Background: an optimization exercise with open tools, aiming at small area, a short achievable clock period and few clock cycles. Do not read the settings as production practice.
Where RTL was checked, it was by simulation tests only, not by an equivalence proof against the original.
No functional check of the RTL was part of runs 6 to 8.
No run shown here takes its clock network from TritonCTS; it comes from the design's own scripts or RTL.
The flow treats the clock pin as an ideal source. Dropping or thinning the clock tree relies on that and would not hold on a real chip.

$ cat design/flow/design.v
`timescale 1ns/10ps
module ELA(clk, rst, ready, in_data, data_rd, req, wen, addr, data_wr, done);
	input				clk;
	input				rst;
	input				ready;
	input		[7:0]	in_data;
	input		[7:0]	data_rd;
	output 	reg			req;
	output 	reg			wen;
	output 	reg	[12:0]	addr;
	output 	reg	[7:0]	data_wr;
	output 	reg			done;
reg idle, arr, pro, tri_, dne;
reg [1:0] sub;
wire [4:0] R = addr[12:8];
wire       o = addr[7];
wire [6:0] C = addr[6:0];
wire arr_end  = arr & (C == 7'd126);
wire last_arr = arr_end & (R != 5'd0);                
wire tri_end  = tri_ & (sub == 2'd2) & (C == 7'd1);   
always @(posedge clk or posedge rst) begin
  if (rst) begin
    idle <= 1'b1; arr <= 1'b0; pro <= 1'b0; tri_ <= 1'b0; dne <= 1'b0;
    sub <= 2'd0;
    req <= 1'b0; wen <= 1'b0; done <= 1'b0;
  end else begin
    req <= 1'b0;
    if (idle & ready) begin idle <= 1'b0; arr <= 1'b1; req <= 1'b1; end
    if (arr) begin
      if (last_arr) begin arr <= 1'b0; pro <= 1'b1; end
      else if (arr_end) req <= 1'b1;
    end
    if (pro) begin
      sub <= sub + 2'd1;
      if (sub == 2'd3) begin pro <= 1'b0; tri_ <= 1'b1; end
    end
    if (tri_) begin
      sub <= (sub == 2'd2) ? 2'd0 : sub + 2'd1;
      if (tri_end) begin
        tri_ <= 1'b0;
        if (R == 5'd31) dne <= 1'b1;
        else begin arr <= 1'b1; req <= 1'b1; end
      end
    end
    wen  <= (arr & ~last_arr) | (pro & sub == 2'd1) |
            (tri_ & sub == 2'd0 & C != 7'd1) | tri_end;
    done <= dne;
  end
end
reg [4:0] dR;
reg [6:0] dC;
reg       nO;
always @(*) begin
  dR = 5'd0; dC = 7'd0; nO = o;
  if (arr) begin
    dC = last_arr ? 7'd2 : 7'd1;
    if (C == 7'd127) begin dR = {4'd0, 1'b1} + {4'd0, o}; nO = 1'b0; end
  end
  if (pro) case (sub)
    2'd0: dR = -5'd1;
    2'd1: begin dR = 5'd1; dC = -7'd1; end
    2'd2: dC = 7'd2;
    default: dR = -5'd1;
  endcase
  if (tri_) case (sub)
    2'd0: begin dC = -7'd2; nO = 1'b1; end
    2'd1: begin dR = 5'd1; dC = 7'd3; nO = 1'b0; end
    default: begin
      dR = -5'd1;
      if (C == 7'd1) begin dC = -7'd2; nO = 1'b1; end
    end
  endcase
end
always @(posedge clk) begin
  if (idle) addr <= {5'd31, 1'b0, 7'd127};
  else addr <= {R + dR, nO, C + dC};
end
reg [7:0] UA, UB, LA, LB, LC;
reg [7:0] dq, aq, bestd;
wire u_ld = (tri_ & (sub == 2'd0)) | (pro & (sub == 2'd1));
wire l_ld = (tri_ & (sub == 2'd2)) | (pro & (sub == 2'd0 | sub == 2'd3));
wire [8:0] dif = {1'b0, UA} - {1'b0, LA};
wire [8:0] sum = {1'b0, UA} + {1'b0, LA};
wire lt = dq < bestd;
wire le = dq <= bestd;
wire take = tri_ & ((sub == 2'd1) |
                    (sub == 2'd2 & (C == 7'd1 | C == 7'd2 | le)) |
                    (sub == 2'd0 & C != 7'd2 & lt));
always @(posedge clk) begin
  dq <= dif[8] ? -dif[7:0] : dif[7:0];
  aq <= sum[8:1];
  if (take) bestd <= dq;
  if (arr) data_wr <= in_data;
  else if (take) data_wr <= aq;
  UA <= UB;
  UB <= u_ld ? data_rd : UA;
  if (l_ld) LA <= data_rd;
  else begin LA <= LB; LB <= LC; LC <= LA; end
end
endmodule
$ cat design/flow/flow/run.sh
#!/bin/bash
# The standard layout with two changes:
#  - port buffers are buf_2 cells (BUFFER_PORTS_ARGS);
#  - the clock tree is one level: the clock port drives four clkbuf_16 cells,
#    each driving the flip-flops of one quarter of the die
#    (flow/cts.tcl), instead of TritonCTS's two-level H-tree.
# Each tool's output goes to a log file of its own in this folder.
set -euo pipefail
export BUFFER_PORTS_ARGS="-buffer_cell sky130_fd_sc_hd__buf_2"
bash standard.sh place > place.log 2>&1
RES=$PWD/orfs/results/$FLOW_PLATFORM/ELA/base
RES=$RES openroad -no_init -exit flow/cts.tcl > cts.log 2>&1
cp $RES/4_1_cts.odb $RES/4_cts.odb
cp $RES/4_cts.sdc.tmp $RES/4_cts.sdc
bash standard.sh finish > finish.log 2>&1
$ cat design/flow/flow/cts.tcl
# One-level clock tree: split the clock sinks into four quadrant groups, give each
# group a clkbuf_16 at its centroid, legalize, and write the CTS results that
# the rest of the ORFS flow reads.
set plat $::env(FLOW_HOME)/platforms/$::env(FLOW_PLATFORM)
read_liberty $plat/lib/sky130_fd_sc_hd__tt_025C_1v80.lib
read_db $::env(RES)/3_place.odb
read_sdc $::env(RES)/3_place.sdc
source $plat/setRC.tcl

set db [ord::get_db]
set block [ord::get_db_block]

# Flip-flops that drive an output port's buffer and also internal logic get
# the 2x drive strength of their cell, so the output path stays short.
foreach bt [$block getBTerms] {
  if {[$bt getIoType] ne "OUTPUT"} continue
  set obuf [[lindex [[$bt getNet] getITerms] 0] getInst]
  set q [[$obuf findITerm A] getNet]
  foreach it [$q getITerms] {
    if {![$it isOutputSignal]} continue
    set ff [$it getInst]
    set mname [[$ff getMaster] getName]
    if {[llength [$q getITerms]] > 2 && [regexp {^(sky130_fd_sc_hd__df[a-z]+p)_1$} $mname -> base]} {
      puts "upsize [$ff getName] $mname -> ${base}_2"
      $ff swapMaster [$db findMaster ${base}_2]
    }
  }
}
set master [$db findMaster sky130_fd_sc_hd__clkbuf_16]
set clk [$block findNet clk]
set sinks {}
foreach it [$clk getITerms] {
  set inst [$it getInst]
  set bb [$inst getBBox]
  lappend sinks [list [expr {([$bb xMin] + [$bb xMax]) / 2}] [expr {([$bb yMin] + [$bb yMax]) / 2}] $it]
}
# groups: split by x into two halves, then each half by y into two
set sinks [lsort -integer -index 0 $sinks]
set n [llength $sinks]
set h [expr {$n / 2}]
set groups {}
foreach half [list [lrange $sinks 0 [expr {$h - 1}]] [lrange $sinks $h end]] {
  set half [lsort -integer -index 1 $half]
  set m [llength $half]
  set q [expr {$m / 2}]
  lappend groups [lrange $half 0 [expr {$q - 1}]] [lrange $half $q end]
}
puts "clock sinks: $n"
set g 0
foreach grp $groups {
  set sx 0; set sy 0
  foreach s $grp { incr sx [lindex $s 0]; incr sy [lindex $s 1] }
  set cx [expr {$sx / [llength $grp]}]
  set cy [expr {$sy / [llength $grp]}]
  set buf [odb::dbInst_create $block $master "clkbuf_leaf_$g"]
  set net [odb::dbNet_create $block "clknet_leaf_$g"]
  $net setSigType CLOCK
  foreach s $grp {
    set it [lindex $s 2]
    $it disconnect
    $it connect $net
  }
  [$buf findITerm A] connect $clk
  [$buf findITerm X] connect $net
  $buf setLocation $cx $cy
  $buf setPlacementStatus PLACED
  puts "buffer $g: [llength $grp] sinks at $cx $cy"
  incr g
}
$clk setSigType CLOCK
set_propagated_clock [all_clocks]
detailed_placement
estimate_parasitics -placement
report_clock_skew
repair_timing -hold -verbose
detailed_placement
check_placement -verbose
report_checks -path_delay max -group_path_count 3 -format end
write_db $::env(RES)/4_1_cts.odb
write_sdc -no_timestamp $::env(RES)/4_cts.sdc.tmp
$ cat design/flow/standard.sh
#!/bin/bash
# synth_recipe.tcl (not shown) runs the flow's synth.tcl, then flattens the netlist and writes it again
# the make line also repeats each setting of config.mk as NAME=value (left out here)
make -C /OpenROAD-flow-scripts/flow DESIGN_CONFIG=/design/flow/config.mk WORK_HOME=/design/flow/orfs CLKGATE_MAP_FILE= SYNTH_SCRIPT=/design/flow/synth_recipe.tcl "${@:-finish}"
$ cat design/flow/config.mk
export PLATFORM = sky130hd
export DESIGN_NAME = ELA
export DESIGN_NICKNAME = ELA
export VERILOG_FILES = /design/flow/design.v
export SDC_FILE = /design/flow/constraint.sdc
export NUM_CORES = 4
export LEC_CHECK = 0
export CAP_MARGIN = 40
export CORE_MARGIN = 2
export CORE_UTILIZATION = 50
export GPL_ROUTABILITY_DRIVEN = 1
export PLACE_DENSITY = 0.6
export SLEW_MARGIN = 40
$ cat design/flow/constraint.sdc
create_clock -name core_clock -period 13.0 [get_ports {clk}]
set_input_delay 2.6000 -clock core_clock [delete_from_list [all_inputs] [get_ports {clk}]]
set_output_delay 2.6000 -clock core_clock [all_outputs]
set_load 0.01 [all_outputs]
==> results.toml, run 1 <==
[global_routing]
grt_pass1_vias = 2844
track_usage_pct = 16.1
grt.busiest_layer = "met2"
grt_max_degree = 25
gr-usage-met2_pct = 30.0
grt_pass1_wl_um = 13200
grt_use_met3_pct = 0.780
overflow = 0
antenna_found_initial = 0
met1_usage_pct = 21.0

[placed_design]
hpwl_um = 6000
gp_congestion = 0.832
dp.cells = 547
io_buffers = 42

[route]
num_vias = 2871
drt_wl_total_um = 7720
routedWlPerCell_um = 14.0
drc = 0
ant_nets = 0
avgViaCountPerCell = 5.21
drt-pass1-iter-count = 4
drt_iter0_markers = 118

[sta]
skew_ns = 0.0108
min_period_ns = 3.34
fmax_ghz = 0.299
tightest_slew_ns = 0.540
max_slew_margin_pct = 64.0
fin_setup_tns_ns = 0
fin_crit_sh_pct = 25.7
rsz0062_at_grt = "no"
setup_viol = 0
slew_violations = 0
hold_violations = 0

[floorplanning]
num_rows = 34
initial_core_util_pct = 51.5
io_pins = 43
die_w_um = 98.8
die_h_um = 98.8
die_area_sq_um = 9760
coreArea_sq_um = 8720

[hold_path]
hold_start = "UB[1]"
hp-class = "register to register"

[final_layout]
final_common_cell = "buf_2"
diodes = 0
syn_to_final_growth_pct = 8.94
final_cell_mix = "buf_2 (42), dfxtp_1 (40), ha_1 (40)"
nets = 508
final_util_pct = 56.1
final_cell_count_no_fill = 551
drive_gt1_share_pct = 17.8

[status]
status = "no timing/DRC/antenna violations"

[synth]
seq_area_frac_synth_pct = 50.6
yosysWarnings = 1
syn_area_per_cell_sq_um = 11.0
netlist_instances = 407
synthesis.nets = 470
synth-seq-cells = 95
synth.distinct_cells = 55
async_flop_share_pct = 10.5
synth.cell_area_sq_um = 4490
synth_edf_count = 32
synth_ff_type = "dfxtp_1"

[critical_path]
crit_path_max_fanout = 6
crit_start = "addr[1]"
worstPathCellList = "buf_2"
cp-start-kind = "register"
cpPeakStageDelay_ns = 0.42
cp_slowest_cell = "dfxtp_2"
path_delay_family = "flip-flops"
crit_type = "register to output pin"
crit_arrival_ns = 0.74
rr_startpoint = "arr"
cp_data_required_time_ns = 10.40
worst-path-buf-inv = 1
worstSetupEndpointType = "output pin"

[cts]
clock_latency_ns = 0.16
clkTransAtPathRegs_ns = 0.09

[job]
maxCapViolCount = 0
-- final timing paths --
path / endpoint / slack, ns / cells after the start
min in group asynchronous: pro / 2.40 / 2
hold / removal: UA[1] / 0.33 / 0
setup / recovery: addr[1] / 9.66 / 1
hold reg to reg: UA[1] / 0.33 / 0
max in group asynchronous: idle / 10.28 / 2
setup reg to reg: addr[6] / 9.75 / 14
-- stage by stage --
step	hold WS [ns]	cell area [sq um]	setup slack (ns)
after floorplan	0.310	4490	9.90
after global routing	0.339	4890	9.51
after global placement	0.310	4780	9.75
final	0.334	4890	9.66
after detailed placement	0.314	4780	9.73
-- registers in the layout, summed over array words and instances, names as in the netlist --
name and count:
UB 8, UA 8, req 1, wen 1, bestd 8, dne 1, pro 1, data_wr 8
sub 2, tri_ 1, LA 8, idle 1, addr 13, LB 8, arr 1, aq 8
LC 8, done 1, dq 8
-- layout make-up --
class | count | area [sq um]
Sequential cell | 95 | 2290
Inverter | 38 | 143
Tap cell | 108 | 135
Buffer | 4 | 100
Timing Repair Buffer | 42 | 210
Fill cell | 774 | 3830
Multi-Input combinational cell | 264 | 2020
-- cells by family (layout without fill, tap and decap cells) --
family | after synthesis | after routing | share of synthesized area [%]
AO/OA/AOI/OAI | 64 | 64 | 9.55
AND/OR/NAND/NOR | 110 | 110 | 12.4
buffers and inverters | 48 | 84 | 4.51
flip-flops | 95 | 95 | 50.6
multiplexers | 19 | 19 | 4.71
adder cells (fa/ha/maj) | 44 | 44 | 12.9
XOR/XNOR | 27 | 27 | 5.26
-- Yosys cell counts (8+ instances only) --
cell type / instances / share of area (%)
dfxtp_1: 53 / 24
nand2_1: 39 / 3.3
mux2_1: 9 / 2.3
edfxtp_1: 32 / 21
ha_1: 40 / 11
mux2_2: 8 / 2.0
nor2_1: 23 / 1.9
xnor2_1: 19 / 3.7
a21oi_1: 15 / 1.7
inv_1: 36 / 3.0
dfrtp_1: 9 / 5.0
a21o_1: 8 / 1.3
xor2_1: 8 / 1.6
nand2b_1: 12 / 1.7
-- worst register-to-register path, stage by stage, from the launching register on --
cell and delay, ns:
dfrtp_1 0.69, nand4_1 0.19, nor3_1 0.27, o21ai_1 0.14, nand2_1 0.13, o21ai_1 0.07, a21o_1 0.19, ha_1 0.21
fa_1 0.40, a21o_1 0.17, a21oi_1 0.25, or4b_1 0.15, nand4_1 0.10, xnor2_1 0.14, nand2b_1 0.06
-- metal layers --
| metal | part of all wire [%] | routed length, um | up-vias |
|---|---|---|---|
| li1 | - | - | 1466 |
| met1 | 44 | 3370 | 1349 |
| met2 | 52 | 4020 | 47 |
| met3 | 2.6 | 199 | 9 |
| met4 | 1.7 | 129 | 0 |
| met5 | 0 | 0 | - |
Testbench counts, summed over its fixed seeds: cycles 129,008.
==> run 2, diff against run 1 <==
--- a/design/flow/flow/run.sh
+++ b/design/flow/flow/run.sh
@@ -1,6 +1,7 @@
 #!/bin/bash
 # The standard layout with two changes:
-#  - port buffers are buf_2 cells (BUFFER_PORTS_ARGS);
+#  - port buffers are buf_2 cells (BUFFER_PORTS_ARGS), turned into buf_1 on the
+#    inputs by flow/cts.tcl;
 #  - the clock tree is one level: the clock port drives four clkbuf_16 cells,
 #    each driving the flip-flops of one quarter of the die
 #    (flow/cts.tcl), instead of TritonCTS's two-level H-tree.
--- a/design/flow/flow/cts.tcl
+++ b/design/flow/flow/cts.tcl
@@ -11,7 +11,7 @@
 set block [ord::get_db_block]
 
 # Flip-flops that drive an output port's buffer and also internal logic get
-# the 2x drive strength of their cell, so the output path stays short.
+# the 4x drive strength of their cell, so the output path stays short.
 foreach bt [$block getBTerms] {
   if {[$bt getIoType] ne "OUTPUT"} continue
   set obuf [[lindex [[$bt getNet] getITerms] 0] getInst]
@@ -21,11 +21,25 @@
     set ff [$it getInst]
     set mname [[$ff getMaster] getName]
     if {[llength [$q getITerms]] > 2 && [regexp {^(sky130_fd_sc_hd__df[a-z]+p)_1$} $mname -> base]} {
-      puts "upsize [$ff getName] $mname -> ${base}_2"
-      $ff swapMaster [$db findMaster ${base}_2]
+      puts "upsize [$ff getName] $mname -> ${base}_4"
+      $ff swapMaster [$db findMaster ${base}_4]
     }
   }
 }
+# Input port buffers only drive internal logic: use the 1x buffer for them.
+foreach bt [$block getBTerms] {
+  if {[$bt getIoType] ne "INPUT"} continue
+  set n [$bt getNet]
+  if {$n eq "NULL"} continue
+  foreach it [$n getITerms] {
+    set b [$it getInst]
+    if {[[$b getMaster] getName] eq "sky130_fd_sc_hd__buf_2"} {
+      puts "input buffer [$b getName] -> buf_1"
+      $b swapMaster [$db findMaster sky130_fd_sc_hd__buf_1]
+    }
+  }
+}
+
 set master [$db findMaster sky130_fd_sc_hd__clkbuf_16]
 set clk [$block findNet clk]
 set sinks {}
==> results.toml, run 2 <==
[status]
status = "no timing/DRC/antenna violations"

[sta]
fmax_ghz = 0.300
skew_ns = 0.00909
setup_viol = 0
max_slew_margin_pct = 64.2
hold_violations = 0
fin_setup_tns_ns = 0
min_period_ns = 3.33
tightest_slew_ns = 0.537
rsz0062_at_grt = "no"
fin_crit_sh_pct = 25.6
slew_violations = 0

[final_layout]
diodes = 0
final_cell_count_no_fill = 551
syn_to_final_growth_pct = 9.16
fillers = 771
nets = 508
multiInputGateArea_sq_um = 2020
largest_reg_flops = 13
regArea_sq_um = 2320
final_cell_mix = "dfxtp_1 (40), ha_1 (40), nand2_1 (39)"
regMostFlops = "addr"
drive_gt1_share_pct = 13.8
fin_area_sq_um = 4900

[route]
drt-pass1-iter-count = 4
drc = 0
drt_iter0_markers = 124
num_vias = 2876
ant_nets = 0
drt_wl_total_um = 7720
avgViaCountPerCell = 5.22
routedWlPerCell_um = 14.0

[global_routing]
grt_pass1_vias = 2846
antenna_found_initial = 0
grt.busiest_layer = "met2"
grt_use_met3_pct = 0.780
track_usage_pct = 16.1
gr-usage-met2_pct = 30.1
grt_pass1_wl_um = 13200
grt_max_degree = 25
met1_usage_pct = 21.0
overflow = 0

[placed_design]
place_area_sq_um = 4780
gp_congestion = 0.832
hpwl_um = 6000
dp.cells = 547
io_buffers = 42

[cts]
clock_latency_ns = 0.16
clkTransAtPathRegs_ns = 0.09

[critical_path]
crit_path_max_fanout = 1
cp_data_required_time_ns = 10.40
crit_arrival_ns = 0.73
cp-start-kind = "register"
crit_type = "register to output pin"
worst-path-buf-inv = 1
path_delay_family = "flip-flops"
worstSetupEndpointType = "output pin"
cpPeakStageDelay_ns = 0.41
cp_slowest_cell = "edfxtp_1"
worstPathCellList = "buf_2"

[floorplanning]
die_area_sq_um = 9760
initial_core_util_pct = 51.5
die_w_um = 98.8
coreArea_sq_um = 8720
die_h_um = 98.8
io_pins = 43
num_rows = 34

[synth]
synth_top_area_share_pct = 23.6
syn_area_per_cell_sq_um = 11.0
yosysWarnings = 1
synth.most_common_cell = "dfxtp_1"
synth_area_leaders = "dfxtp_1 (24%), edfxtp_1 (21%), ha_1 (11%), dfrtp_1 (5.0%), xnor2_1 (3.7%)"
async_flop_share_pct = 10.5
synth_ff_type = "dfxtp_1"
synth.cell_area_sq_um = 4490
synth_edf_count = 32
synth-seq-cells = 95
seq_area_frac_synth_pct = 50.6
yosys.area.top_type = "dfxtp_1"
netlist_instances = 407
synth.distinct_cells = 55
synth_top_cells_by_count = "dfxtp_1 (53), ha_1 (40), nand2_1 (39)"
synthesis.nets = 470

[hold_path]
hp-class = "register to register"

[job]
maxCapViolCount = 0
==> run 2: cell type report <==
type,count,area share [%]
Inverter,38,2.91
Sequential cell,95,47.3
Timing Repair Buffer,42,3.83
Tap cell,108,2.76
Multi-Input combinational cell,264,41.1
Buffer,4,2.04
==> run 2: final timing paths <==
check | start | to | slack, ns | depth (start not counted)
worst max-delay path | data_wr[2] | data_wr[2] | 9.67 | 1
min in group asynchronous | rst | pro | 2.38 | 2
worst max register to register | arr | addr[6] | 9.76 | 14
max in group asynchronous | rst | idle | 10.30 | 2
worst min register to register | UB[1] | UA[1] | 0.33 | 0
worst min-delay path | UB[1] | UA[1] | 0.33 | 0
==> run 2: cells by family (layout without fill, tap and decap cells) <==
group,Yosys count,count (layout),synth area share [%]
multiplexers,19,19,4.71
XOR/XNOR,27,27,5.26
AND/OR/NAND/NOR,110,110,12.4
adder cells (fa/ha/maj),44,44,12.9
AO/OA/AOI/OAI,64,64,9.55
buffers and inverters,48,84,4.51
flip-flops,95,95,50.6
==> run 2: per-layer routing <==
layer  routed length (um)  up-vias
met2                 4050       48
met4                  133        0
met3                  216        9
met5                    0        -
li1                     -     1466
met1                 3310     1353
==> run 2: through the flow <==
step | util (%) | hold slack [ns] | setup slack, ns
final | 56.2 | 0.334 | 9.67
after detailed placement | 54.8 | 0.314 | 9.73
after global routing | 56.2 | 0.339 | 9.51
after global placement | 54.8 | 0.310 | 9.75
after floorplan | - | 0.310 | 9.90
==> run 3, diff against run 2 <==
==> design/flow/config.mk (replaced) <==
export PLATFORM = sky130hd
export DESIGN_NAME = ELA
export DESIGN_NICKNAME = ELA
export VERILOG_FILES = /design/flow/design.v
export SDC_FILE = /design/flow/constraint.sdc
export NUM_CORES = 4
export LEC_CHECK = 0
export ABC_AREA = 1
export CAP_MARGIN = 40
export CORE_MARGIN = 2
export CORE_UTILIZATION = 70
export GPL_ROUTABILITY_DRIVEN = 1
export PLACE_DENSITY = 0.8
export SLEW_MARGIN = 40
==> results.toml, run 3 <==
[sta]
fmax_ghz = 0.298
setup_viol = 0
hold_violations = 0
max_slew_margin_pct = 64.6
min_period_ns = 3.36
fin_setup_tns_ns = 0
skew_ns = 0.0145
fin_crit_sh_pct = 25.8
rsz0062_at_grt = "no"
tightest_slew_ns = 0.530
slew_violations = 0

[critical_path]
worstPathCellList = "buf_2"
crit_type = "register to output pin"
crit_path_max_fanout = 1
path_delay_family = "flip-flops"
cp_slowest_cell = "edfxtp_1"
worst-path-buf-inv = 1
worstSetupEndpointType = "output pin"
crit_arrival_ns = 0.76
cp-start-kind = "register"
cp_data_required_time_ns = 10.40
cpPeakStageDelay_ns = 0.43

[floorplanning]
io_pins = 43
die_h_um = 84.7
die_w_um = 84.7
coreArea_sq_um = 6310
initial_core_util_pct = 72.2
die_area_sq_um = 7170
num_rows = 29

[synth]
synth_top_area_share_pct = 23.3
synth_top_cells_by_count = "nand2_1 (143), inv_1 (61), dfxtp_1 (53)"
yosys.area.top_type = "dfxtp_1"
synth_ff_type = "dfxtp_1"
synthesis.nets = 562
synth.distinct_cells = 41
synth.cell_area_sq_um = 4560
async_flop_share_pct = 10.5
synth_area_leaders = "dfxtp_1 (23%), edfxtp_1 (21%), nand2_1 (12%), ha_1 (11%), inv_1 (5.0%)"
synth.most_common_cell = "nand2_1"
synth-seq-cells = 95
yosysWarnings = 1
seq_area_frac_synth_pct = 49.9
netlist_instances = 499
synth_edf_count = 32
syn_area_per_cell_sq_um = 9.13

[global_routing]
grt_max_degree = 25
overflow = 0
grt_pass1_vias = 3475
track_usage_pct = 25.9
grt_pass1_wl_um = 15300
antenna_found_initial = 0

[cts]
clkTransAtPathRegs_ns = 0.10
clock_latency_ns = 0.16

[placed_design]
place_area_sq_um = 4840
dp.cells = 613
hpwl_um = 7060
io_buffers = 42
gp_congestion = 1.01

[final_layout]
regMostFlops = "addr"
largest_reg_flops = 13
final_cell_mix = "nand2_1 (143), inv_1 (61), dfxtp_1 (40), ha_1 (40), edfxtp_1 (32)"
final_cell_count_no_fill = 617
fin_area_sq_um = 4960
fillers = 450
final_common_cell = "nand2_1"
diodes = 0
regArea_sq_um = 2320
drive_gt1_share_pct = 11.9
syn_to_final_growth_pct = 8.92
multiInputGateArea_sq_um = 2000
nets = 605

[route]
drt_iter0_markers = 190
drt_wl_total_um = 9050
ant_nets = 0
avgViaCountPerCell = 5.55
num_vias = 3427
routedWlPerCell_um = 14.7
drt-pass1-iter-count = 5
drc = 0

[job]
maxCapViolCount = 0

[hold_path]
hp-class = "register to register"

[status]
status = "no timing/DRC/antenna violations"
-- run 3: cell count changes in the layout (fill, tap and decap cells not counted), sizes merged, moves of 11 or more --
cell / before / now
mux2: 17 / 6
xnor2: 19 / 6
nand2: 39 / 144
nand3: 5 / 30
nand2b: 12 / 0
inv: 38 / 67
-- run 3: metal layers --
metal / wire length, um / vias up / track usage [%] / share of wire (%)
met5: 0 / - / 0 / 0
met4: 243 / 0 / 7.22 / 2.7
met3: 422 / 21 / 1.57 / 4.7
met2: 4530 / 116 / 47.4 / 50
met1: 3860 / 1583 / 33.2 / 43
li1: - / 1707 / - / -
-- run 3: final timing paths --
| kind | cells after the start | startpoint | slack (ns) | endpoint |
|---|---|---|---|---|
| max | 1 | data_wr[5] | 9.64 | data_wr[5] |
| min | 0 | UB[0] | 0.33 | UA[0] |
| max reg2reg | 17 | arr | 9.87 | addr[6] |
| min reg2reg | 0 | UB[0] | 0.33 | UA[0] |
| max in group asynchronous | 2 | rst | 10.30 | idle |
| min in group asynchronous | 2 | rst | 2.39 | pro |
-- run 3: kinds of logic after synthesis --
group,share of synthesized area (%)
XOR/XNOR,3.05
adder cells (fa/ha/maj),12.7
AO/OA/AOI/OAI,7.16
buffers and inverters,6.18
flip-flops,49.9
multiplexers,1.48
AND/OR/NAND/NOR,19.5
-- run 3: cell type report --
cell class / count / share of cell area [%]
Buffer: 4 / 2.02
Multi-Input combinational cell: 331 / 40.3
Sequential cell: 95 / 46.8
Inverter: 68 / 5.14
Tap cell: 77 / 1.94
Timing Repair Buffer: 42 / 3.78
-- run 3: per-stage QoR --
stage                     setup slack, ns  hold WS [ns]  util [%]
after global placement               9.83         0.310      76.6
after detailed placement             9.82         0.314      76.6
after global routing                 9.59         0.340      78.6
after floorplan                      9.94         0.310         -
final                                9.64         0.331      78.6
==> run 4, diff against run 3 <==
--- a/design/flow/config.mk
+++ b/design/flow/config.mk
@@ -5,7 +5,6 @@
 export SDC_FILE = /design/flow/constraint.sdc
 export NUM_CORES = 4
 export LEC_CHECK = 0
-export ABC_AREA = 1
 export CAP_MARGIN = 40
 export CORE_MARGIN = 2
 export CORE_UTILIZATION = 70
==> results.toml, run 4 <==
[critical_path]
cp_slowest_cell = "dfxtp_4"
crit_arrival_ns = 0.69
worstPathCellList = "buf_2"
path_depth = 1
crit_path_max_fanout = 6
r2r_slack_ns = 9.77
worstSetupEndpointType = "output pin"
rr_startpoint = "addr[3]"
r2r_cells = 12
path_delay_family = "flip-flops"
cpPeakStageDelay_ns = 0.40
crit_type = "register to output pin"
r2r_end = "addr[6]"
cp-start-kind = "register"
worst-path-buf-inv = 1
cp_data_required_time_ns = 10.40

[route]
drt-pass1-iter-count = 4
drc = 0
num_vias = 2852
routedWlPerCell_um = 14.4
ant_nets = 0
drt_wl_total_um = 7490
drt_iter0_markers = 165
avgViaCountPerCell = 5.48

[global_routing]
grt_pass1_vias = 2649
grt_max_degree = 25
grt_pass1_wl_um = 12700
antenna_found_initial = 0
track_usage_pct = 21.4
overflow = 0

[synth]
synth_ff_type = "dfxtp_1"
syn_area_per_cell_sq_um = 11.0
async_flop_share_pct = 10.5
synth_top_cells_by_count = "dfxtp_1 (53), ha_1 (40), nand2_1 (39)"
yosysWarnings = 1
yosys.area.top_type = "dfxtp_1"
synth.distinct_cells = 55
synth_area_leaders = "dfxtp_1 (24%), edfxtp_1 (21%), ha_1 (11%), dfrtp_1 (5.0%), xnor2_1 (3.7%)"
synth.cell_area_sq_um = 4490
synth_top_area_share_pct = 23.6
synthesis.nets = 470
synth_edf_count = 32
synth.most_common_cell = "dfxtp_1"
seq_area_frac_synth_pct = 50.6
netlist_instances = 407
synth-seq-cells = 95

[floorplanning]
die_w_um = 84.1
die_area_sq_um = 7080
io_pins = 43
num_rows = 29
die_h_um = 84.1
initial_core_util_pct = 71.6
coreArea_sq_um = 6280

[hold_path]
hold_start = "UB[3]"
min_to = "UA[3]"
hold_depth = 0
hp-class = "register to register"

[sta]
fmax_ghz = 0.304
fin_setup_tns_ns = 0
timing.hold.ws_ns = 0.333
hold_violations = 0
min_period_ns = 3.29
layout_setup_ws_ns = 9.71
tightest_slew_ns = 0.580
max_slew_margin_pct = 61.3
skew_ns = 0.0105
slew_violations = 0
setup_viol = 0
fin_crit_sh_pct = 25.3
rsz0062_at_grt = "no"

[cts]
clock_latency_ns = 0.15
clkTransAtPathRegs_ns = 0.09

[placed_design]
gp_congestion = 0.951
hpwl_um = 5710
post-place-ws_ns = 9.73
io_buffers = 42

[final_layout]
multiInputGateArea_sq_um = 2020
fillers = 451
largest_reg_flops = 13
regMostFlops = "addr"
final_cell_mix = "dfxtp_1 (40), ha_1 (40), nand2_1 (39)"
nets = 508
syn_to_final_growth_pct = 8.30
regArea_sq_um = 2320
diodes = 0
drive_gt1_share_pct = 13.8

[status]
status = "no timing/DRC/antenna violations"

[job]
maxCapViolCount = 0
## run 4: how the worst max path moves through the flow
stage / slack, ns / to / start
6_report: 9.71 / addr[1] / addr[1]
3_5_place_dp: 9.73 / addr[1] / addr[1]
5_1_grt: 9.41 / addr[6] / arr
2_1_floorplan: 9.90 / data_wr[0] / in_data[0]
3_3_place_gp: 9.76 / addr[1] / addr[1]
## run 4: metrics by stage
stage	std cells	utilization [%]	cell area, sq um
2_1_floorplan	407	-	4490
3_3_place_gp	516	75.5	4740
3_5_place_dp	516	75.5	4740
5_1_grt	520	77.5	4870
6_report	520	77.5	4870
## run 4: logic make-up after synthesis
family / share of synthesized area [%]
fa+ha+maj: 12.9
flops: 50.6
simple gates: 12.4
compound gates: 9.55
xor+xnor: 5.26
buf+inv: 4.51
mux: 4.71
## run 4: layer usage
layer  GRT usage, %  share of wire [%]
met1           34.1                 50
met2           33.5                 44
met3           1.38                4.4
met4           2.35                1.4
met5              0                  0
## run 4: area by class of cell
class,instances,share of cell area (%)
sequential,95,47.7
multi-input combinational,264,41.5
buffer,4,2.06
timing repair buffer,42,3.86
inverter,38,2.93
tap,77,1.98
==> run 5, diff against run 4 <==
--- a/design/flow/config.mk
+++ b/design/flow/config.mk
@@ -7,7 +7,7 @@
 export LEC_CHECK = 0
 export CAP_MARGIN = 40
 export CORE_MARGIN = 2
-export CORE_UTILIZATION = 70
+export CORE_UTILIZATION = 80
 export GPL_ROUTABILITY_DRIVEN = 1
-export PLACE_DENSITY = 0.8
+export PLACE_DENSITY = 0.9
 export SLEW_MARGIN = 40
==> results.toml, run 5 <==
[floorplanning]
io_pins = 43
die_w_um = 78.9
initial_core_util_pct = 82.1
num_rows = 27
die_h_um = 78.9
die_area_sq_um = 6230
coreArea_sq_um = 5470

[route]
drt_wl_total_um = 9750
avgViaCountPerCell = 5.97
routedWlPerCell_um = 18.9
num_vias = 3073
ant_nets = 0
drc = 0
drt_iter0_markers = 309
drt-pass1-iter-count = 5

[global_routing]
grt_pass1_vias = 3166
gr-usage-met2_pct = 55.6
grt_use_met3_pct = 3.18
grt.busiest_layer = "met2"
grt_max_degree = 25
met1_usage_pct = 44.6
overflow = 0
track_usage_pct = 32.4
antenna_found_initial = 0
grt_pass1_wl_um = 15800

[sta]
fin_crit_sh_pct = 27.4
rsz0062_at_grt = "no"
hold_violations = 0
setup_viol = 0
max_slew_margin_pct = 63.0
skew_ns = 0.0130
min_period_ns = 3.56
slew_violations = 0
tightest_slew_ns = 0.554
fmax_ghz = 0.281
timing.hold.ws_ns = 0.334
fin_setup_tns_ns = 0

[hold_path]
hold_start = "UB[2]"
hold_depth = 0
hp-class = "register to register"

[critical_path]
crit_type = "register to register"
path_delay_family = "simple AND/OR/NAND/NOR gates"
crit_arrival_ns = 3.60
worst-path-buf-inv = 0
crit_start = "addr[3]"
worstPathCellList = "or4_4 > nor4b_4 > o21ai_1 > a21o_1 > ha_1 > fa_1 > a21o_1 > a21oi_1 > or4b_1 > nand4_1 > xnor2_1 > nand2b_1"
cp-start-kind = "register"
cp_data_required_time_ns = 13.04
cp_slowest_cell = "or4_4"
crit_path_max_fanout = 6
cpPeakStageDelay_ns = 0.57
worst_path_most_repeated_cell = "a21o_1"
path_depth = 12
r2r_cells = 12
worstSetupEndpointType = "register"
rr_startpoint = "addr[3]"

[final_layout]
final_util_pct = 88.8
syn_to_final_growth_pct = 8.16
diodes = 0
nets = 508
drive_gt1_share_pct = 13.8
final_cell_mix = "dfxtp_1 (40), ha_1 (40), nand2_1 (39)"
fin_area_sq_um = 4860
largest_reg_flops = 13
regMostFlops = "addr"

[synth]
netlist_instances = 407
syn_area_per_cell_sq_um = 11.0
yosys.area.top_type = "dfxtp_1"
seq_area_frac_synth_pct = 50.6
synth.most_common_cell = "dfxtp_1"
synth_top_area_share_pct = 23.6
async_flop_share_pct = 10.5
synth-seq-cells = 95
synth.distinct_cells = 55
synth_area_leaders = "dfxtp_1 (24%), edfxtp_1 (21%), ha_1 (11%), dfrtp_1 (5.0%), xnor2_1 (3.7%)"
synth_top_cells_by_count = "dfxtp_1 (53), ha_1 (40), nand2_1 (39)"
synth_edf_count = 32
synthesis.nets = 470
synth_ff_type = "dfxtp_1"
synth.cell_area_sq_um = 4490
yosysWarnings = 1

[cts]
clkTransAtPathRegs_ns = 0.09
clock_latency_ns = 0.16

[placed_design]
place_area_sq_um = 4730
gp_congestion = 0.902
io_buffers = 42
hpwl_um = 6860

[status]
status = "no timing/DRC/antenna violations"

[job]
maxCapViolCount = 0
-- run 5: worst register-to-register path: cells and delay by family, from the launching register on --
kind | cells | cell delay, ns
simple gates | 5 | 1.41
compound gates | 4 | 0.83
fa+ha+maj | 2 | 0.63
flops | 1 | 0.37
xor+xnor | 1 | 0.24
-- run 5: final timing paths --
kind / end / slack (ns)
max in group asynchronous: idle / 10.31
worst max-delay path: addr[6] / 9.44
worst max register to register: addr[6] / 9.44
worst min register to register: UA[2] / 0.33
min in group asynchronous: done / 2.38
worst min-delay path: UA[2] / 0.33
-- run 5: layout make-up --
| class | instances | area [sq um] |
|---|---|---|
| inverter | 38 | 143 |
| fill | 249 | 613 |
| multi-input combinational | 264 | 2020 |
| sequential | 95 | 2320 |
| tap | 72 | 90.1 |
| timing repair buffer | 42 | 188 |
| buffer | 4 | 100 |
-- run 5: per-layer routing --
layer | share of wire, % | vias up | routed length (um)
met5 | 0 | - | 0
met2 | 49 | 115 | 4790
met4 | 3.0 | 0 | 289
met3 | 5.4 | 25 | 522
li1 | - | 1460 | -
met1 | 43 | 1473 | 4150
-- run 5: per-stage QoR --
stage | worst slack, ns | instances
after detailed placement | 9.60 | 511
after global routing | 9.30 | 515
final | 9.44 | 515
after global placement | 9.74 | 511
after floorplan | 9.90 | 407
-- run 5: kinds of logic (layout without fill, tap and decap cells) --
family,Yosys count,after routing,synth area share [%]
adders and majority gates,44,44,12.9
DFF,95,95,50.6
AOI/OAI and AO/OA,64,64,9.55
muxes,19,19,4.71
and+or+nand+nor,110,110,12.4
xor gates and xnor gates,27,27,5.26
buffers and inverters,48,84,4.51
==> run 6, diff against run 5 <==
--- a/design/flow/design.v
+++ b/design/flow/design.v
@@ -10,7 +10,7 @@
 	output 	reg	[12:0]	addr;
 	output 	reg	[7:0]	data_wr;
 	output 	reg			done;
-reg idle, arr, pro, tri_, dne;
+reg idle, arr, pro, tri_;
 reg [1:0] sub;
 wire [4:0] R = addr[12:8];
 wire       o = addr[7];
@@ -20,7 +20,7 @@
 wire tri_end  = tri_ & (sub == 2'd2) & (C == 7'd1);   
 always @(posedge clk or posedge rst) begin
   if (rst) begin
-    idle <= 1'b1; arr <= 1'b0; pro <= 1'b0; tri_ <= 1'b0; dne <= 1'b0;
+    idle <= 1'b1; arr <= 1'b0; pro <= 1'b0; tri_ <= 1'b0;
     sub <= 2'd0;
     req <= 1'b0; wen <= 1'b0; done <= 1'b0;
   end else begin
@@ -38,13 +38,12 @@
       sub <= (sub == 2'd2) ? 2'd0 : sub + 2'd1;
       if (tri_end) begin
         tri_ <= 1'b0;
-        if (R == 5'd31) dne <= 1'b1;
-        else begin arr <= 1'b1; req <= 1'b1; end
+        if (R != 5'd31) begin arr <= 1'b1; req <= 1'b1; end
       end
     end
     wen  <= (arr & ~last_arr) | (pro & sub == 2'd1) |
             (tri_ & sub == 2'd0 & C != 7'd1) | tri_end;
-    done <= dne;
+    done <= ~(idle | arr | pro | tri_);
   end
 end
 reg [4:0] dR;
--- a/design/flow/config.mk
+++ b/design/flow/config.mk
@@ -7,7 +7,7 @@
 export LEC_CHECK = 0
 export CAP_MARGIN = 40
 export CORE_MARGIN = 2
-export CORE_UTILIZATION = 80
+export CORE_UTILIZATION = 70
 export GPL_ROUTABILITY_DRIVEN = 1
-export PLACE_DENSITY = 0.9
+export PLACE_DENSITY = 0.8
 export SLEW_MARGIN = 40
==> results.toml, run 6 <==
[synth]
seq_area_frac_synth_pct = 50.4
synthesis.nets = 471
synth_area_leaders = "dfxtp_1 (24%), edfxtp_1 (22%), ha_1 (11%), dfrtp_1 (4.5%), mux2_2 (4.3%)"
synth.most_common_cell = "dfxtp_1"
synth_top_cells_by_count = "dfxtp_1 (53), ha_1 (40), nand2_1 (40)"
async_flop_share_pct = 9.57
synth_top_area_share_pct = 23.8
synth_edf_count = 32
netlist_instances = 408
synth.distinct_cells = 55
yosysWarnings = 1
synth-seq-cells = 94
synth.cell_area_sq_um = 4470
synth_ff_type = "dfxtp_1"
yosys.area.top_type = "dfxtp_1"
syn_area_per_cell_sq_um = 10.9

[route]
drt_iter0_markers = 152
drt-pass1-iter-count = 4
ant_nets = 0
num_vias = 2921
drc = 0
routedWlPerCell_um = 15.6
avgViaCountPerCell = 5.60
drt_wl_total_um = 8150

[hold_path]
hold_depth = 0
hp-class = "register to register"

[sta]
min_period_ns = 3.59
max_slew_margin_pct = 51.7
setup_viol = 0
tightest_slew_ns = 0.720
skew_ns = 0.0145
fmax_ghz = 0.278
fin_setup_tns_ns = 0
fin_crit_sh_pct = 27.6
hold_violations = 0
rsz0062_at_grt = "no"
layout_setup_ws_ns = 9.41
slew_violations = 0

[critical_path]
cp-start-kind = "register"
cp_data_required_time_ns = 13.05
crit_path_max_fanout = 6
crit_arrival_ns = 3.65
worstSetupEndpointType = "register"
crit_type = "register to register"
r2r_cells = 12

[placed_design]
gp_congestion = 0.862
hpwl_um = 6070
post-place-ws_ns = 9.56
io_buffers = 42

[final_layout]
nets = 510
drive_gt1_share_pct = 16.2
fillers = 454
diodes = 0
largest_reg_flops = 13
regMostFlops = "addr"
syn_to_final_growth_pct = 8.43
final_cell_mix = "dfxtp_1 (40), nand2_1 (40), ha_1 (40)"

[floorplanning]
die_h_um = 83.9
coreArea_sq_um = 6240
num_rows = 29
io_pins = 43
die_area_sq_um = 7030
initial_core_util_pct = 71.6
die_w_um = 83.9

[global_routing]
grt_pass1_wl_um = 13800
grt_pass1_vias = 2922
antenna_found_initial = 0
overflow = 0
track_usage_pct = 23.9
grt_max_degree = 25

[cts]
clock_latency_ns = 0.16
clkTransAtPathRegs_ns = 0.09

[status]
status = "no timing/DRC/antenna violations"

[job]
maxCapViolCount = 0
==> run 6: metrics by stage <==
stage / utilization [%] / cell area, sq um / hold slack, ns / std cells
global placement: 75.5 / 4710 / 0.310 / 518
detailed placement: 75.6 / 4720 / 0.312 / 518
finish: 77.6 / 4840 / 0.332 / 522
floorplan: - / 4470 / 0.310 / 408
global route: 77.6 / 4840 / 0.337 / 522
==> run 6: metal layers <==
metal / global-route usage, % / vias to the layer above / routed length [um]
met1: 34.3 / 1391 / 3780
met2: 41.1 / 49 / 3950
met3: 2.47 / 7 / 337
met4: 2.49 / 0 / 91
li1: - / 1474 / -
met5: 0 / - / 0
==> run 6: cell families after synthesis <==
logic type	after synthesis	share of synthesized area (%)
mux	20	4.96
xor+xnor	27	5.30
fa+ha+maj	44	13.0
compound gates	65	9.53
buf+inv	48	4.65
simple gates	110	12.2
flops	94	50.4
==> run 6: path summary, 6_finish.rpt <==
| path | start | to | slack (ns) |
|---|---|---|---|
| worst min-delay path | UB[4] | UA[4] | 0.33 |
| min in group asynchronous | rst | arr | 2.35 |
| worst max register to register | addr[3] | addr[6] | 9.41 |
| worst max-delay path | addr[3] | addr[6] | 9.41 |
| max in group asynchronous | rst | idle | 10.36 |
| worst min register to register | UB[4] | UA[4] | 0.33 |
==> run 6: final cells by class <==
type | instances | area (sq um) | share of cell area, %
Timing Repair Buffer | 42 | 188 | 3.88
Multi-Input combinational cell | 266 | 2010 | 41.6
Inverter | 39 | 146 | 3.02
Buffer | 4 | 100 | 2.07
Sequential cell | 94 | 2300 | 47.4
Tap cell | 77 | 96.3 | 1.99
==> run 6: worst max-delay path: stages, from the launching register on <==
cell and delay, ns:
dfxtp_4 0.36, or4_4 0.54, nor4b_2 0.53, o21ai_0 0.24, a21o_1 0.21, ha_1 0.22
fa_1 0.42, a21o_1 0.18, a21oi_1 0.28, or4b_2 0.18, nand4_1 0.10, xnor2_1 0.17
nand2b_1 0.07
==> run 7, diff against run 6 <==
--- a/design/flow/design.v
+++ b/design/flow/design.v
@@ -15,21 +15,25 @@
 wire [4:0] R = addr[12:8];
 wire       o = addr[7];
 wire [6:0] C = addr[6:0];
+reg flast, ftend, fk0;
 wire arr_end  = arr & (C == 7'd126);
-wire last_arr = arr_end & (R != 5'd0);                
-wire tri_end  = tri_ & (sub == 2'd2) & (C == 7'd1);   
+wire last_arr = arr & flast;                          
+wire tri_end  = tri_ & (sub == 2'd2) & ftend;         
+wire nreq = (idle & ready) | (arr_end & (R == 5'd0)) | (tri_end & (R != 5'd31));
+always @(posedge clk) begin
+  flast <= (C == 7'd125) & (R != 5'd0);
+  ftend <= (sub == 2'd1) & (C == 7'd126);
+  fk0   <= nreq;
+end
 always @(posedge clk or posedge rst) begin
   if (rst) begin
     idle <= 1'b1; arr <= 1'b0; pro <= 1'b0; tri_ <= 1'b0;
     sub <= 2'd0;
     req <= 1'b0; wen <= 1'b0; done <= 1'b0;
   end else begin
-    req <= 1'b0;
-    if (idle & ready) begin idle <= 1'b0; arr <= 1'b1; req <= 1'b1; end
-    if (arr) begin
-      if (last_arr) begin arr <= 1'b0; pro <= 1'b1; end
-      else if (arr_end) req <= 1'b1;
-    end
+    req <= nreq;
+    if (idle & ready) begin idle <= 1'b0; arr <= 1'b1; end
+    if (last_arr) begin arr <= 1'b0; pro <= 1'b1; end
     if (pro) begin
       sub <= sub + 2'd1;
       if (sub == 2'd3) begin pro <= 1'b0; tri_ <= 1'b1; end
@@ -38,7 +42,7 @@
       sub <= (sub == 2'd2) ? 2'd0 : sub + 2'd1;
       if (tri_end) begin
         tri_ <= 1'b0;
-        if (R != 5'd31) begin arr <= 1'b1; req <= 1'b1; end
+        if (R != 5'd31) arr <= 1'b1;
       end
     end
     wen  <= (arr & ~last_arr) | (pro & sub == 2'd1) |
@@ -53,7 +57,7 @@
   dR = 5'd0; dC = 7'd0; nO = o;
   if (arr) begin
     dC = last_arr ? 7'd2 : 7'd1;
-    if (C == 7'd127) begin dR = {4'd0, 1'b1} + {4'd0, o}; nO = 1'b0; end
+    if (fk0) begin dR = {4'd0, 1'b1} + {4'd0, o}; nO = 1'b0; end
   end
   if (pro) case (sub)
     2'd0: dR = -5'd1;
@@ -66,7 +70,7 @@
     2'd1: begin dR = 5'd1; dC = 7'd3; nO = 1'b0; end
     default: begin
       dR = -5'd1;
-      if (C == 7'd1) begin dC = -7'd2; nO = 1'b1; end
+      if (ftend) begin dC = -7'd2; nO = 1'b1; end
     end
   endcase
 end
==> results.toml, run 7 <==
[global_routing]
grt_pass1_wl_um = 13300
grt_pass1_vias = 2828
grt_max_degree = 26
track_usage_pct = 22.6
antenna_found_initial = 0
overflow = 0

[synth]
synth_area_leaders = "dfxtp_1 (25%), edfxtp_1 (21%), ha_1 (11%), dfrtp_1 (4.4%), mux2_2 (4.0%)"
synth_edf_count = 32
synth-seq-cells = 97
yosys.area_share.simple_pct = 11.1
synth_top_family_by_area = "adder cells"
synth-compound-area-share_pct = 10.7
synth.distinct_cells = 54
synthXorXnorAreaFrac_pct = 5.02
synthesis.nets = 477
synthAdderAreaFrac_pct = 12.9
synth_top_cells_by_count = "dfxtp_1 (56), nand2_1 (44), ha_1 (40), inv_1 (40), edfxtp_1 (32)"
synth_ff_type = "dfxtp_1"
async_flop_share_pct = 9.28
synth_top_area_share_pct = 24.8
synth.cell_area_sq_um = 4510
yosys.area.top_type = "dfxtp_1"
synth.most_common_cell = "dfxtp_1"
yosysWarnings = 1
syn_area_per_cell_sq_um = 10.9
seq_area_frac_synth_pct = 51.1
netlist_instances = 414
synthMuxAreaShare_pct = 4.68

[final_layout]
final_common_cell = "nand2_1"
syn_to_final_growth_pct = 8.65
regMostFlops = "addr"
final_cell_count_no_fill = 529
diodes = 0
multiInputGateArea_sq_um = 2000
fillers = 453
final_cell_mix = "nand2_1 (44), dfxtp_1 (43), inv_1 (40), ha_1 (40), edfxtp_1 (32)"
drive_gt1_share_pct = 17.0
largest_reg_flops = 13
regArea_sq_um = 2360
nets = 517

[critical_path]
cpPeakStageDelay_ns = 0.40
crit_arrival_ns = 0.72
path_depth = 1
worstPathCellList = "buf_2"
cp-start-kind = "register"
cp_slowest_cell = "edfxtp_1"
worst-path-buf-inv = 1
r2r_cells = 14
path_delay_family = "flip-flops"
worstSetupEndpointType = "output pin"
crit_type = "register to output pin"
cp_data_required_time_ns = 10.40
r2r_slack_ns = 9.84
crit_path_max_fanout = 1

[placed_design]
hpwl_um = 6010
gp_congestion = 0.853
dp.cells = 525
io_buffers = 42

[cts]
clock_latency_ns = 0.16
clkTransAtPathRegs_ns = 0.09

[sta]
rsz0062_at_grt = "no"
fin_crit_sh_pct = 25.5
max_slew_margin_pct = 51.2
hold_violations = 0
setup_viol = 0
min_period_ns = 3.32
skew_ns = 0.0105
tightest_slew_ns = 0.727
slew_violations = 0
fmax_ghz = 0.301
fin_setup_tns_ns = 0

[floorplanning]
die_area_sq_um = 7110
die_w_um = 84.3
num_rows = 29
initial_core_util_pct = 71.9
io_pins = 43
die_h_um = 84.3
coreArea_sq_um = 6280

[route]
drt-pass1-iter-count = 4
routedWlPerCell_um = 15.1
drt_wl_total_um = 7980
num_vias = 2936
ant_nets = 0
drt_iter0_markers = 89
drc = 0
avgViaCountPerCell = 5.55

[hold_path]
hp-class = "register to register"
hold_depth = 0

[status]
status = "no timing/DRC/antenna violations"

[job]
maxCapViolCount = 0
## run 7: cell types whose count changed after synthesis, moves of 3 or more
cell | before | now
a21oi_2 | 1 | 4
dfxtp_1 | 53 | 56
nand2_1 | 40 | 44
nand2b_1 | 11 | 5
o21ai_0 | 10 | 15
o21ai_1 | 1 | 5
## run 7: metrics by stage
| step | hold slack, ns | utilization (%) | worst slack, ns | cell area, sq um |
|---|---|---|---|---|
| final | 0.333 | 78.1 | 9.68 | 4900 |
| after global routing | 0.340 | 78.1 | 9.56 | 4900 |
| after detailed placement | 0.312 | 76.1 | 9.77 | 4780 |
| after global placement | 0.310 | 76.0 | 9.80 | 4770 |
| after floorplan | 0.310 | - | 9.90 | 4510 |
## run 7: final timing paths
check,start,end
worst max-delay path,data_wr[1],data_wr[1]
worst min-delay path,UB[3],UA[3]
worst max register to register,sub[1],addr[6]
worst min register to register,UB[3],UA[3]
max in group asynchronous,rst,idle
min in group asynchronous,rst,sub[0]
## run 7: cells by family (layout without fill, tap and decap cells)
family                   Yosys count  in the layout
XOR/XNOR                          25             25
adder cells (fa/ha/maj)           44             44
flip-flops                        97             97
AO/OA/AOI/OAI                     71             71
multiplexers                      19             19
buffers and inverters             51             89
AND/OR/NAND/NOR                  107            107
## run 7: final cells by class
type | count | area share (%)
buffer | 4 | 2.04
sequential | 97 | 48.1
inverter | 42 | 3.21
timing repair buffer | 43 | 3.93
multi-input combinational | 266 | 40.8
tap | 77 | 1.96
## run 7: routing by layer
| metal | wire (um) | track usage [%] |
|---|---|---|
| met1 | 3570 | 29.5 |
| met2 | 4040 | 40.9 |
| met3 | 220 | 1.28 |
| met4 | 147 | 6.30 |
| met5 | 0 | 0 |
==> run 8, diff against run 7 <==
==> design/flow/flow/run.sh (replaced) <==
#!/bin/bash
# The standard layout with two changes:
#  - port buffers are buf_4 cells (BUFFER_PORTS_ARGS), turned into buf_1 on the
#    inputs by flow/cts.tcl;
#  - the clock tree is one level: the clock port drives four clkbuf_16 cells,
#    each driving the flip-flops of one quarter of the die
#    (flow/cts.tcl), instead of TritonCTS's two-level H-tree.
# Each tool's output goes to a log file of its own in this folder.
set -euo pipefail
export BUFFER_PORTS_ARGS="-buffer_cell sky130_fd_sc_hd__buf_4"
bash standard.sh place > place.log 2>&1
RES=$PWD/orfs/results/$FLOW_PLATFORM/ELA/base
RES=$RES openroad -no_init -exit flow/cts.tcl > cts.log 2>&1
cp $RES/4_1_cts.odb $RES/4_cts.odb
cp $RES/4_cts.sdc.tmp $RES/4_cts.sdc
bash standard.sh finish > finish.log 2>&1
--- a/design/flow/flow/cts.tcl
+++ b/design/flow/flow/cts.tcl
@@ -33,7 +33,7 @@
   if {$n eq "NULL"} continue
   foreach it [$n getITerms] {
     set b [$it getInst]
-    if {[[$b getMaster] getName] eq "sky130_fd_sc_hd__buf_2"} {
+    if {[string match "sky130_fd_sc_hd__buf_*" [[$b getMaster] getName]]} {
       puts "input buffer [$b getName] -> buf_1"
       $b swapMaster [$db findMaster sky130_fd_sc_hd__buf_1]
     }
==> results.toml, run 8 <==
[status]
status = "no timing/DRC/antenna violations"

[synth]
synth_top_family_by_area = "adder cells"
yosys.area.top_type = "dfxtp_1"
synthesis.nets = 477
synth_area_leaders = "dfxtp_1 (25%), edfxtp_1 (21%), ha_1 (11%), dfrtp_1 (4.4%), mux2_2 (4.0%)"
synth_ff_type = "dfxtp_1"
synth_top_cells_by_count = "dfxtp_1 (56), nand2_1 (44), ha_1 (40), inv_1 (40), edfxtp_1 (32)"
synthAdderAreaFrac_pct = 12.9
async_flop_share_pct = 9.28
synth_edf_count = 32
seq_area_frac_synth_pct = 51.1
netlist_instances = 414
synth.distinct_cells = 54
syn_area_per_cell_sq_um = 10.9
synthMuxAreaShare_pct = 4.68
synth-seq-cells = 97
synthXorXnorAreaFrac_pct = 5.02
synth_top_area_share_pct = 24.8
yosysWarnings = 1
synth.most_common_cell = "dfxtp_1"
synth-compound-area-share_pct = 10.7
yosys.area_share.simple_pct = 11.1
synth.cell_area_sq_um = 4510

[global_routing]
overflow = 0
grt_pass1_wl_um = 13600
antenna_found_initial = 0
track_usage_pct = 23.1
grt_pass1_vias = 2962
grt_max_degree = 26

[floorplanning]
num_rows = 29
die_h_um = 84.3
initial_core_util_pct = 71.9
coreArea_sq_um = 6280
die_w_um = 84.3
die_area_sq_um = 7110
io_pins = 43

[critical_path]
r2r_cells = 14
path_depth = 1
cp_data_required_time_ns = 10.40
cpPeakStageDelay_ns = 0.41
cp-start-kind = "register"
crit_type = "register to output pin"
crit_path_max_fanout = 1
crit_arrival_ns = 0.73
path_delay_family = "flip-flops"
worst-path-buf-inv = 1
cp_slowest_cell = "edfxtp_1"
worstSetupEndpointType = "output pin"
r2r_end = "addr[6]"
worstPathCellList = "buf_4"
crit_start = "data_wr[3]"
rr_startpoint = "sub[1]"
r2r_slack_ns = 9.82
setup.worst_path.end = "data_wr[3]"

[route]
drc = 0
drt_iter0_markers = 88
drt_wl_total_um = 8100
routedWlPerCell_um = 15.3
drt-pass1-iter-count = 4
avgViaCountPerCell = 5.59
num_vias = 2962
ant_nets = 0

[final_layout]
syn_to_final_growth_pct = 10.2
largest_reg_flops = 13
drive_gt1_share_pct = 17.0
nets = 518
diodes = 0
final_common_cell = "nand2_1"
regMostFlops = "addr"
final_cell_mix = "nand2_1 (44), dfxtp_1 (43), inv_1 (40), ha_1 (40), edfxtp_1 (32)"

[placed_design]
hpwl_um = 6090
gp_congestion = 0.858
io_buffers = 42
post-place-ws_ns = 9.76

[sta]
fin_crit_sh_pct = 25.6
setup_viol = 0
fmax_ghz = 0.301
rsz0062_at_grt = "no"
hold_violations = 0
skew_ns = 0.0106
slew_violations = 0
fin_setup_tns_ns = 0
min_period_ns = 3.33
tightest_slew_ns = 0.743
layout_setup_ws_ns = 9.67
max_slew_margin_pct = 50.2

[hold_path]
hold_depth = 0
hp-class = "register to register"

[job]
maxCapViolCount = 0

[cts]
clock_latency_ns = 0.16
clkTransAtPathRegs_ns = 0.09
## run 8: cell counts after synthesis
Identical to the previous run, type by type.
## run 8: layout make-up
type | instances | area, sq um
Buffer | 4 | 100
Fill cell | 419 | 1300
Inverter | 42 | 158
Multi-Input combinational cell | 266 | 2000
Sequential cell | 97 | 2360
Tap cell | 77 | 96.3
Timing Repair Buffer | 44 | 264
## run 8: through the flow
stage	utilization [%]	instances	area (sq um)	hold WS [ns]
5_1_grt	79.3	530	4980	0.339
6_report	79.3	530	4980	0.331
3_5_place_dp	77.8	525	4880	0.312
2_1_floorplan	-	414	4510	0.310
3_3_place_gp	77.7	524	4880	0.310
## run 8: metal layers
metal / GRT usage [%] / share of wire [%]
met5: 0 / 0
met4: 4.84 / 2.3
met3: 0.983 / 4.2
met2: 43.1 / 51
met1: 29.9 / 42
## run 8: cells by family after synthesis
family | count (synthesis)
xor gates and xnor gates | 25
adders and majority gates | 44
muxes | 19
DFF | 97
AOI/OAI and AO/OA | 71
buffers and inverters | 51
and+or+nand+nor | 107
## run 8: worst min path at each step
stage / startpoint / endpoint / slack [ns]
2_1_floorplan: UB[0] / UA[0] / 0.31
3_3_place_gp: UB[4] / UA[4] / 0.31
3_5_place_dp: UB[3] / UA[3] / 0.31
5_1_grt: UB[4] / UA[4] / 0.34
6_report: UB[4] / UA[4] / 0.33
## run 8: worst register-to-register path: cells and delay by family, from the launching register on
family                   cells  cell delay (ns)
AO/OA/AOI/OAI                5             0.62
AND/OR/NAND/NOR              4             0.80
buffers and inverters        2             0.20
flip-flops                   1             0.46
adder cells (fa/ha/maj)      3             0.99

==> static timing again, ports no longer ideal <==
The flow's constraints put no driver on any port. The routed layouts listed below were extracted and timed again, unchanged, in two steps.
Step 1, drivers: a clkbuf_16 drives clk and a buf_2 each remaining input, both assumed.
Step 2 moves the port delays by t, midway between the first and last clock arrival at a register: inputs arrive t later, outputs are due t later. That takes back most of the time a late clock gives input paths.
a / b / c = ideal ports / drivers / drivers and shift; a / b = the first two.
| run | shift t [ns] | slack for setup (ns) | worst register clock-pin slew, ns | worst data-port slew with drivers (ns) |
|---|---|---|---|---|
| run 1 | 0.229 | 9.661 / 9.585 / 9.753 | 0.09 / 0.09 | 0.04 |
| run 2 | 0.230 | 9.671 / 9.594 / 9.758 | 0.09 / 0.09 | 0.04 |
| run 3 | 0.231 | 9.644 / 9.564 / 9.795 | 0.10 / 0.10 | 0.03 |
| run 4 | 0.228 | 9.706 / 9.626 / 9.770 | 0.09 / 0.09 | 0.03 |
| run 5 | 0.228 | 9.440 / 9.440 / 9.440 | 0.09 / 0.09 | 0.04 |
| run 6 | 0.230 | 9.406 / 9.406 / 9.406 | 0.10 / 0.10 | 0.03 |
| run 7 | 0.230 | 9.680 / 9.601 / 9.793 | 0.09 / 0.09 | 0.03 |
| run 8 | 0.228 | 9.672 / 9.596 / 9.788 | 0.09 / 0.09 | 0.04 |
After both steps setup and hold are still met in every run listed.
